This is an optimization exercise on Yosys and OpenROAD, whose aim is small area, a short achievable clock period and few clock cycles per item, not a production implementation.
Where RTL was checked, it was by simulation tests only, not by an equivalence proof against the original.

## gift128
module gift128(input  wire clk,
               input  wire [127:0] P,
               input  wire [127:0] K,
               input  wire ld,
               output wire [127:0] C,
               output wire done);
For scale: about 390 I/O pins, ~26,000 sq um of cells after synthesis.
==> module gift128, before the edit <==
module gift128(input  wire clk,
               input  wire [127:0] P,
               input  wire [127:0] K,
               input  wire ld,
               output wire [127:0] C,
               output wire done);
    localparam R = 4;
    reg  [127:0] state;
    reg  [127:0] roundkey;
    reg  [5:0]   rc;       
    function [127:0] gift_round(input [127:0] s, input [127:0] w, input [5:0] c);
        reg [31:0] s0, s1, s2, s3, t, p0, p1, p2, p3;
        integer b;
        begin
            {s0, s1, s2, s3} = s;
            s1 = s1 ^ (s0 & s2);
            s0 = s0 ^ (s1 & s3);
            s2 = s2 ^ (s0 | s1);
            s3 = s3 ^ s2;
            s1 = s1 ^ s3;
            s3 = ~s3;
            s2 = s2 ^ (s0 & s1);
            t = s0; s0 = s3; s3 = t;
            for (b = 0; b < 8; b = b + 1) begin
                p0[b +  0] = s0[4*b+0]; p0[b + 24] = s0[4*b+1]; p0[b + 16] = s0[4*b+2]; p0[b +  8] = s0[4*b+3];
                p1[b +  8] = s1[4*b+0]; p1[b +  0] = s1[4*b+1]; p1[b + 24] = s1[4*b+2]; p1[b + 16] = s1[4*b+3];
                p2[b + 16] = s2[4*b+0]; p2[b +  8] = s2[4*b+1]; p2[b +  0] = s2[4*b+2]; p2[b + 24] = s2[4*b+3];
                p3[b + 24] = s3[4*b+0]; p3[b + 16] = s3[4*b+1]; p3[b +  8] = s3[4*b+2]; p3[b +  0] = s3[4*b+3];
            end
            p2 = p2 ^ w[95:64];
            p1 = p1 ^ w[31:0];
            p3 = p3 ^ {1'b1, 25'h0, c};
            gift_round = {p0, p1, p2, p3};
        end
    endfunction
    function [127:0] key_update(input [127:0] w);
        begin
            key_update = {w[17:16], w[31:18], w[11:0], w[15:12], w[127:32]};
        end
    endfunction
    function [5:0] rc_update(input [5:0] c);
        begin
            rc_update = {c[4:0], ~(c[5] ^ c[4])};
        end
    endfunction
    wire [127:0] st [0:R];
    wire [127:0] kw [0:R];
    wire [5:0]   cw [0:R];
    assign st[0] = state;
    assign kw[0] = roundkey;
    assign cw[0] = rc;
    genvar j;
    generate
        for (j = 0; j < R; j = j + 1) begin : rnd
            assign st[j+1] = gift_round(st[j], kw[j], cw[j]);
            assign kw[j+1] = key_update(kw[j]);
            assign cw[j+1] = rc_update(cw[j]);
        end
    endgenerate
    always @(posedge clk) begin
        state    <= ld ? P : st[R];
        roundkey <= ld ? K : kw[R];
        rc       <= ld ? 6'h01 : cw[R];
    end
    assign C    = state;
    assign done = (rc == 6'h34);    
endmodule
Settings: LEC_CHECK=0, CAP_MARGIN=20, CORE_MARGIN=2, CORE_UTILIZATION=40, SLEW_MARGIN=20; clock period 10.0 ns.
run.sh (not shown) runs the stock make flow with config.mk's settings and CLKGATE_MAP_FILE= SYNTH_SCRIPT=/design/flow/synth_recipe.tcl, a recipe that flattens the netlist after the stock synthesis.
Change:
--- a/flow/design.v
+++ b/flow/design.v
@@ -1,13 +1,13 @@
 module gift128(input  wire clk,
                input  wire [127:0] P,
                input  wire [127:0] K,
                input  wire ld,
                output wire [127:0] C,
                output wire done);
-    localparam R = 4;
+    localparam R = 5;
     reg  [127:0] state;
     reg  [127:0] roundkey;
     reg  [5:0]   rc;       
     function [127:0] gift_round(input [127:0] s, input [127:0] w, input [5:0] c);
         reg [31:0] s0, s1, s2, s3, t, p0, p1, p2, p3;
         integer b;
Result: The new run produced a clean layout. Synthesized cell count is higher by a quarter to a third. Final area climbs by about a fifth. Global-route usage rose by 4.7 points. Routed wire length goes up by well over a third. Utilization shrinks by 1.6 points. Cell count goes up by a quarter to a third. Synthesized area is higher by a quarter to a third. Hold slack is better by 150 ps. Die area is higher by a quarter to a third. Clock-buffer cell count rises by 1. Worst setup slack gets worse by 1300 ps.
Function was not checked in any run of this note: the RTL went through the layout flow alone.

* * *

Setup of run Y:
The RTL this note starts from:
==> flow/design.v <==
module gift128(input  wire clk,
               input  wire [127:0] P,
               input  wire [127:0] K,
               input  wire ld,
               output wire [127:0] C,
               output wire done);
    localparam R = 3;     
    localparam M = 2;     
    reg  [127:0] state;
    reg  [127:0] roundkey;
    reg  [5:0]   rc;        
    reg          done_r;    
    function [127:0] key_update(input [127:0] w);
        begin
            key_update = {w[17:16], w[31:18], w[11:0], w[15:12], w[127:32]};
        end
    endfunction
    function [5:0] rc_update(input [5:0] c);
        begin
            rc_update = {c[4:0], ~(c[5] ^ c[4])};
        end
    endfunction
    wire [127:0] st [0:R];
    wire [127:0] kw [0:R];
    wire [5:0]   cw [0:R];
    wire [127:0] st_in [0:R-1];
    wire [127:0] kw_in [0:R-1];
    wire [5:0]   cw_in [0:R-1];
    assign st[0] = state;
    assign kw[0] = roundkey;
    assign cw[0] = rc;
    genvar j;
    generate
        for (j = 0; j < R; j = j + 1) begin : rnd
            if (j == M) begin : mx
                assign st_in[j] = st[j];    
                assign kw_in[j] = ld ? K : kw[j];
                assign cw_in[j] = ld ? 6'h01 : cw[j];
            end else begin : nomx
                assign st_in[j] = st[j];
                assign kw_in[j] = kw[j];
                assign cw_in[j] = cw[j];
            end
            if (j == M) begin : ldr
                gift_round_ld round (.x(st[j]), .p(P), .ld(ld), .k1(kw_in[j][31:0]),
                                     .k2(kw_in[j][95:64]), .c(cw_in[j]), .y(st[j+1]));
            end else begin : r
                gift_round round (.s(st_in[j]), .k1(kw_in[j][31:0]), .k2(kw_in[j][95:64]),
                                  .c(cw_in[j]), .y(st[j+1]));
            end
            assign kw[j+1] = key_update(kw_in[j]);
            assign cw[j+1] = rc_update(cw_in[j]);
        end
    endgenerate
    wire [5:0] rc_next = cw[R];
    always @(posedge clk) begin
        done_r   <= (rc_next == 6'h34);    
        state    <= st[R];
        roundkey <= kw[R];
        rc       <= rc_next;
    end
    assign C    = state;
    assign done = done_r;
endmodule
module gift_round(input wire [127:0] s, input wire [31:0] k1, input wire [31:0] k2,
                  input wire [5:0] c, output wire [127:0] y);
    reg [31:0] s0, s1, s2, s3, t, p0, p1, p2, p3;
    integer b;
    always @(*) begin
        {s0, s1, s2, s3} = s;
        s1 = s1 ^ (s0 & s2);
        s0 = s0 ^ (s1 & s3);
        s2 = s2 ^ (s0 | s1);
        s3 = s3 ^ s2;
        s1 = s1 ^ s3;
        s3 = ~s3;
        s2 = s2 ^ (s0 & s1);
        t = s0; s0 = s3; s3 = t;
        for (b = 0; b < 8; b = b + 1) begin
            p0[b +  0] = s0[4*b+0]; p0[b + 24] = s0[4*b+1]; p0[b + 16] = s0[4*b+2]; p0[b +  8] = s0[4*b+3];
            p1[b +  8] = s1[4*b+0]; p1[b +  0] = s1[4*b+1]; p1[b + 24] = s1[4*b+2]; p1[b + 16] = s1[4*b+3];
            p2[b + 16] = s2[4*b+0]; p2[b +  8] = s2[4*b+1]; p2[b +  0] = s2[4*b+2]; p2[b + 24] = s2[4*b+3];
            p3[b + 24] = s3[4*b+0]; p3[b + 16] = s3[4*b+1]; p3[b +  8] = s3[4*b+2]; p3[b +  0] = s3[4*b+3];
        end
        p1 = p1 ^ k1;
        p2 = p2 ^ k2;
        p3 = p3 ^ {1'b1, 25'h0, c};
    end
    assign y = {p0, p1, p2, p3};
endmodule
module gift_round_ld(input wire [127:0] x, input wire [127:0] p, input wire ld,
                     input wire [31:0] k1, input wire [31:0] k2,
                     input wire [5:0] c, output wire [127:0] y);
    reg [31:0] s0, s1, s2, s3, t, p0, p1, p2, p3;
    integer b;
    always @(*) begin
        {s0, s1, s2, s3} = ld ? p : x;
        s1 = s1 ^ (s0 & s2);
        s0 = s0 ^ (s1 & s3);
        s2 = s2 ^ (s0 | s1);
        s3 = s3 ^ s2;
        s1 = s1 ^ s3;
        s3 = ~s3;
        s2 = s2 ^ (s0 & s1);
        t = s0; s0 = s3; s3 = t;
        for (b = 0; b < 8; b = b + 1) begin
            p0[b +  0] = s0[4*b+0]; p0[b + 24] = s0[4*b+1]; p0[b + 16] = s0[4*b+2]; p0[b +  8] = s0[4*b+3];
            p1[b +  8] = s1[4*b+0]; p1[b +  0] = s1[4*b+1]; p1[b + 24] = s1[4*b+2]; p1[b + 16] = s1[4*b+3];
            p2[b + 16] = s2[4*b+0]; p2[b +  8] = s2[4*b+1]; p2[b +  0] = s2[4*b+2]; p2[b + 24] = s2[4*b+3];
            p3[b + 24] = s3[4*b+0]; p3[b + 16] = s3[4*b+1]; p3[b +  8] = s3[4*b+2]; p3[b +  0] = s3[4*b+3];
        end
        p1 = p1 ^ k1;
        p2 = p2 ^ k2;
        p3 = p3 ^ {1'b1, 25'h0, c};
    end
    assign y = {p0, p1, p2, p3};
endmodule
Settings: LEC_CHECK=0, CAP_MARGIN=20, CORE_MARGIN=2, CORE_UTILIZATION=55, CTS_CLUSTER_DIAMETER=120, CTS_CLUSTER_SIZE=24, SLEW_MARGIN=20, SYNTH_HIERARCHICAL=1; clock period 10.0 ns.
standard.sh (not shown) runs the stock make flow with config.mk's settings and CLKGATE_MAP_FILE= SYNTH_SCRIPT=/design/flow/synth_recipe.tcl, a recipe that flattens the netlist after the stock synthesis.
==> flow/flow/run.sh <==
#!/bin/bash
# The standard ORFS layout, with 1x port buffers instead of the default
# (clkdlybuf4s50_1) and, if flow/margin.txt exists, timing repair aimed that
# many ns below the clock period (setup margin). The make output goes to
# flow_std.log here; ORFS's per-step logs are under orfs/logs.
set -euo pipefail
ARGS=("BUFFER_PORTS_ARGS=-buffer_cell sky130_fd_sc_hd__buf_1")
if [[ -f flow/margin.txt ]]; then ARGS+=("SETUP_SLACK_MARGIN=$(cat flow/margin.txt)"); fi
bash standard.sh "${ARGS[@]}" finish > flow_std.log 2>&1
==> flow/flow/margin.txt <==
6.8
Edits applied to the flow inputs when going from run Y to run H:
-- flow/design.v --
<<< run Y, line 34
        for (j = 0; j < R; j = j + 1) begin : rnd
            if (j == M) begin : mx
                assign st_in[j] = st[j];    
                assign kw_in[j] = ld ? K : kw[j];
                assign cw_in[j] = ld ? 6'h01 : cw[j];
>>> run H, line 34
        for (j = 0; j < R; j = j + 1) begin : rnd
            if (j == M) begin : mx
                assign st_in[j] = ld ? P : st[j];
                assign kw_in[j] = ld ? K : kw[j];
                assign cw_in[j] = ld ? 6'h01 : cw[j];
<<< run Y, line 42
                assign cw_in[j] = cw[j];
            end
            if (j == M) begin : ldr
                gift_round_ld round (.x(st[j]), .p(P), .ld(ld), .k1(kw_in[j][31:0]),
                                     .k2(kw_in[j][95:64]), .c(cw_in[j]), .y(st[j+1]));
            end else begin : r
                gift_round round (.s(st_in[j]), .k1(kw_in[j][31:0]), .k2(kw_in[j][95:64]),
                                  .c(cw_in[j]), .y(st[j+1]));
            end
            assign kw[j+1] = key_update(kw_in[j]);
            assign cw[j+1] = rc_update(cw_in[j]);
>>> run H, line 42
                assign cw_in[j] = cw[j];
            end
            gift_round round (.s(st_in[j]), .k1(kw_in[j][31:0]), .k2(kw_in[j][95:64]),
                              .c(cw_in[j]), .y(st[j+1]));
            assign kw[j+1] = key_update(kw_in[j]);
            assign cw[j+1] = rc_update(cw_in[j]);
<<< run Y, line 89
    assign y = {p0, p1, p2, p3};
endmodule
module gift_round_ld(input wire [127:0] x, input wire [127:0] p, input wire ld,
                     input wire [31:0] k1, input wire [31:0] k2,
                     input wire [5:0] c, output wire [127:0] y);
    reg [31:0] s0, s1, s2, s3, t, p0, p1, p2, p3;
    integer b;
    always @(*) begin
        {s0, s1, s2, s3} = ld ? p : x;
        s1 = s1 ^ (s0 & s2);
        s0 = s0 ^ (s1 & s3);
        s2 = s2 ^ (s0 | s1);
        s3 = s3 ^ s2;
        s1 = s1 ^ s3;
        s3 = ~s3;
        s2 = s2 ^ (s0 & s1);
        t = s0; s0 = s3; s3 = t;
        for (b = 0; b < 8; b = b + 1) begin
            p0[b +  0] = s0[4*b+0]; p0[b + 24] = s0[4*b+1]; p0[b + 16] = s0[4*b+2]; p0[b +  8] = s0[4*b+3];
            p1[b +  8] = s1[4*b+0]; p1[b +  0] = s1[4*b+1]; p1[b + 24] = s1[4*b+2]; p1[b + 16] = s1[4*b+3];
            p2[b + 16] = s2[4*b+0]; p2[b +  8] = s2[4*b+1]; p2[b +  0] = s2[4*b+2]; p2[b + 24] = s2[4*b+3];
            p3[b + 24] = s3[4*b+0]; p3[b + 16] = s3[4*b+1]; p3[b +  8] = s3[4*b+2]; p3[b +  0] = s3[4*b+3];
        end
        p1 = p1 ^ k1;
        p2 = p2 ^ k2;
        p3 = p3 ^ {1'b1, 25'h0, c};
    end
    assign y = {p0, p1, p2, p3};
endmodule
>>> run H, line 84
    assign y = {p0, p1, p2, p3};
endmodule
==> run notes <==
Looking at register share of the cell area, run H sits 1.8 points higher than run Y does. Taking run Y as the reference, in run H distinct cell type count of the synthesized netlist moved down; initial core utilization rose by 0.67 points; setup slack saw an increase; quantity of gates resized following cts moved down; critical path depth has decreased. Run H vs run Y — number of cells produced by synthesis dropped slightly. When run H is measured against run Y, its mux contribution to synthesized area turns out 4.3 points lower. Estimated wirelength of the detail-placed design of run H falls short of that of run Y by a few percent. Summary of run H over run Y: overall die area went down; final clock period utilization by the worst path did not really move; total global-route track usage went up. Summary: with run Y as the reference, vias per cell in run H moved down slightly.
Testbench counts of run H, summed over its fixed seeds: cycles 5,384, items 384.
Function not checked in run Y: the RTL went through the layout flow alone.

## static timing again, ports no longer ideal
In the flow no input, the clock included, has a driving cell. The finished layouts below were timed again as built, in two steps.
Step 1 sets driving cells, clkbuf_16 on the clock port and buf_2 on the other inputs (assumed; they add their load-dependent delay and slew).
Step 2 moves the port delays by t, midway between the first and last clock arrival at a register: inputs arrive t later, outputs are due t later. That takes back most of the time a late clock gives input paths.
a / b / c = no drivers / after step 1 / after step 2; a / b = the first two.
| run | t, ns | slack for setup (ns) | clock arrival spread, ns | worst data-port slew with drivers (ns) | cell pins on the clock port's net |
|---|---|---|---|---|---|
| the first run of note 1 | 0.629 | 4.883 / 4.883 / 4.883 | 0.019 / 0.018 | 0.06 | 1 |
| the second run of note 1 | 0.640 | 3.623 / 3.623 / 3.623 | 0.028 / 0.028 | 0.08 | 1 |
| run Y | 0.569 | 6.799 / 6.705 / 6.137 | 0.017 / 0.017 | 0.14 | 1 |
| run H | 0.564 | 6.806 / 6.698 / 6.135 | 0.030 / 0.031 | 0.16 | 1 |
After both steps every run listed still meets setup and hold. For run H, which loses most, drivers alone change the setup slack by -0.108 ns; drivers and shift together by -0.671 ns.
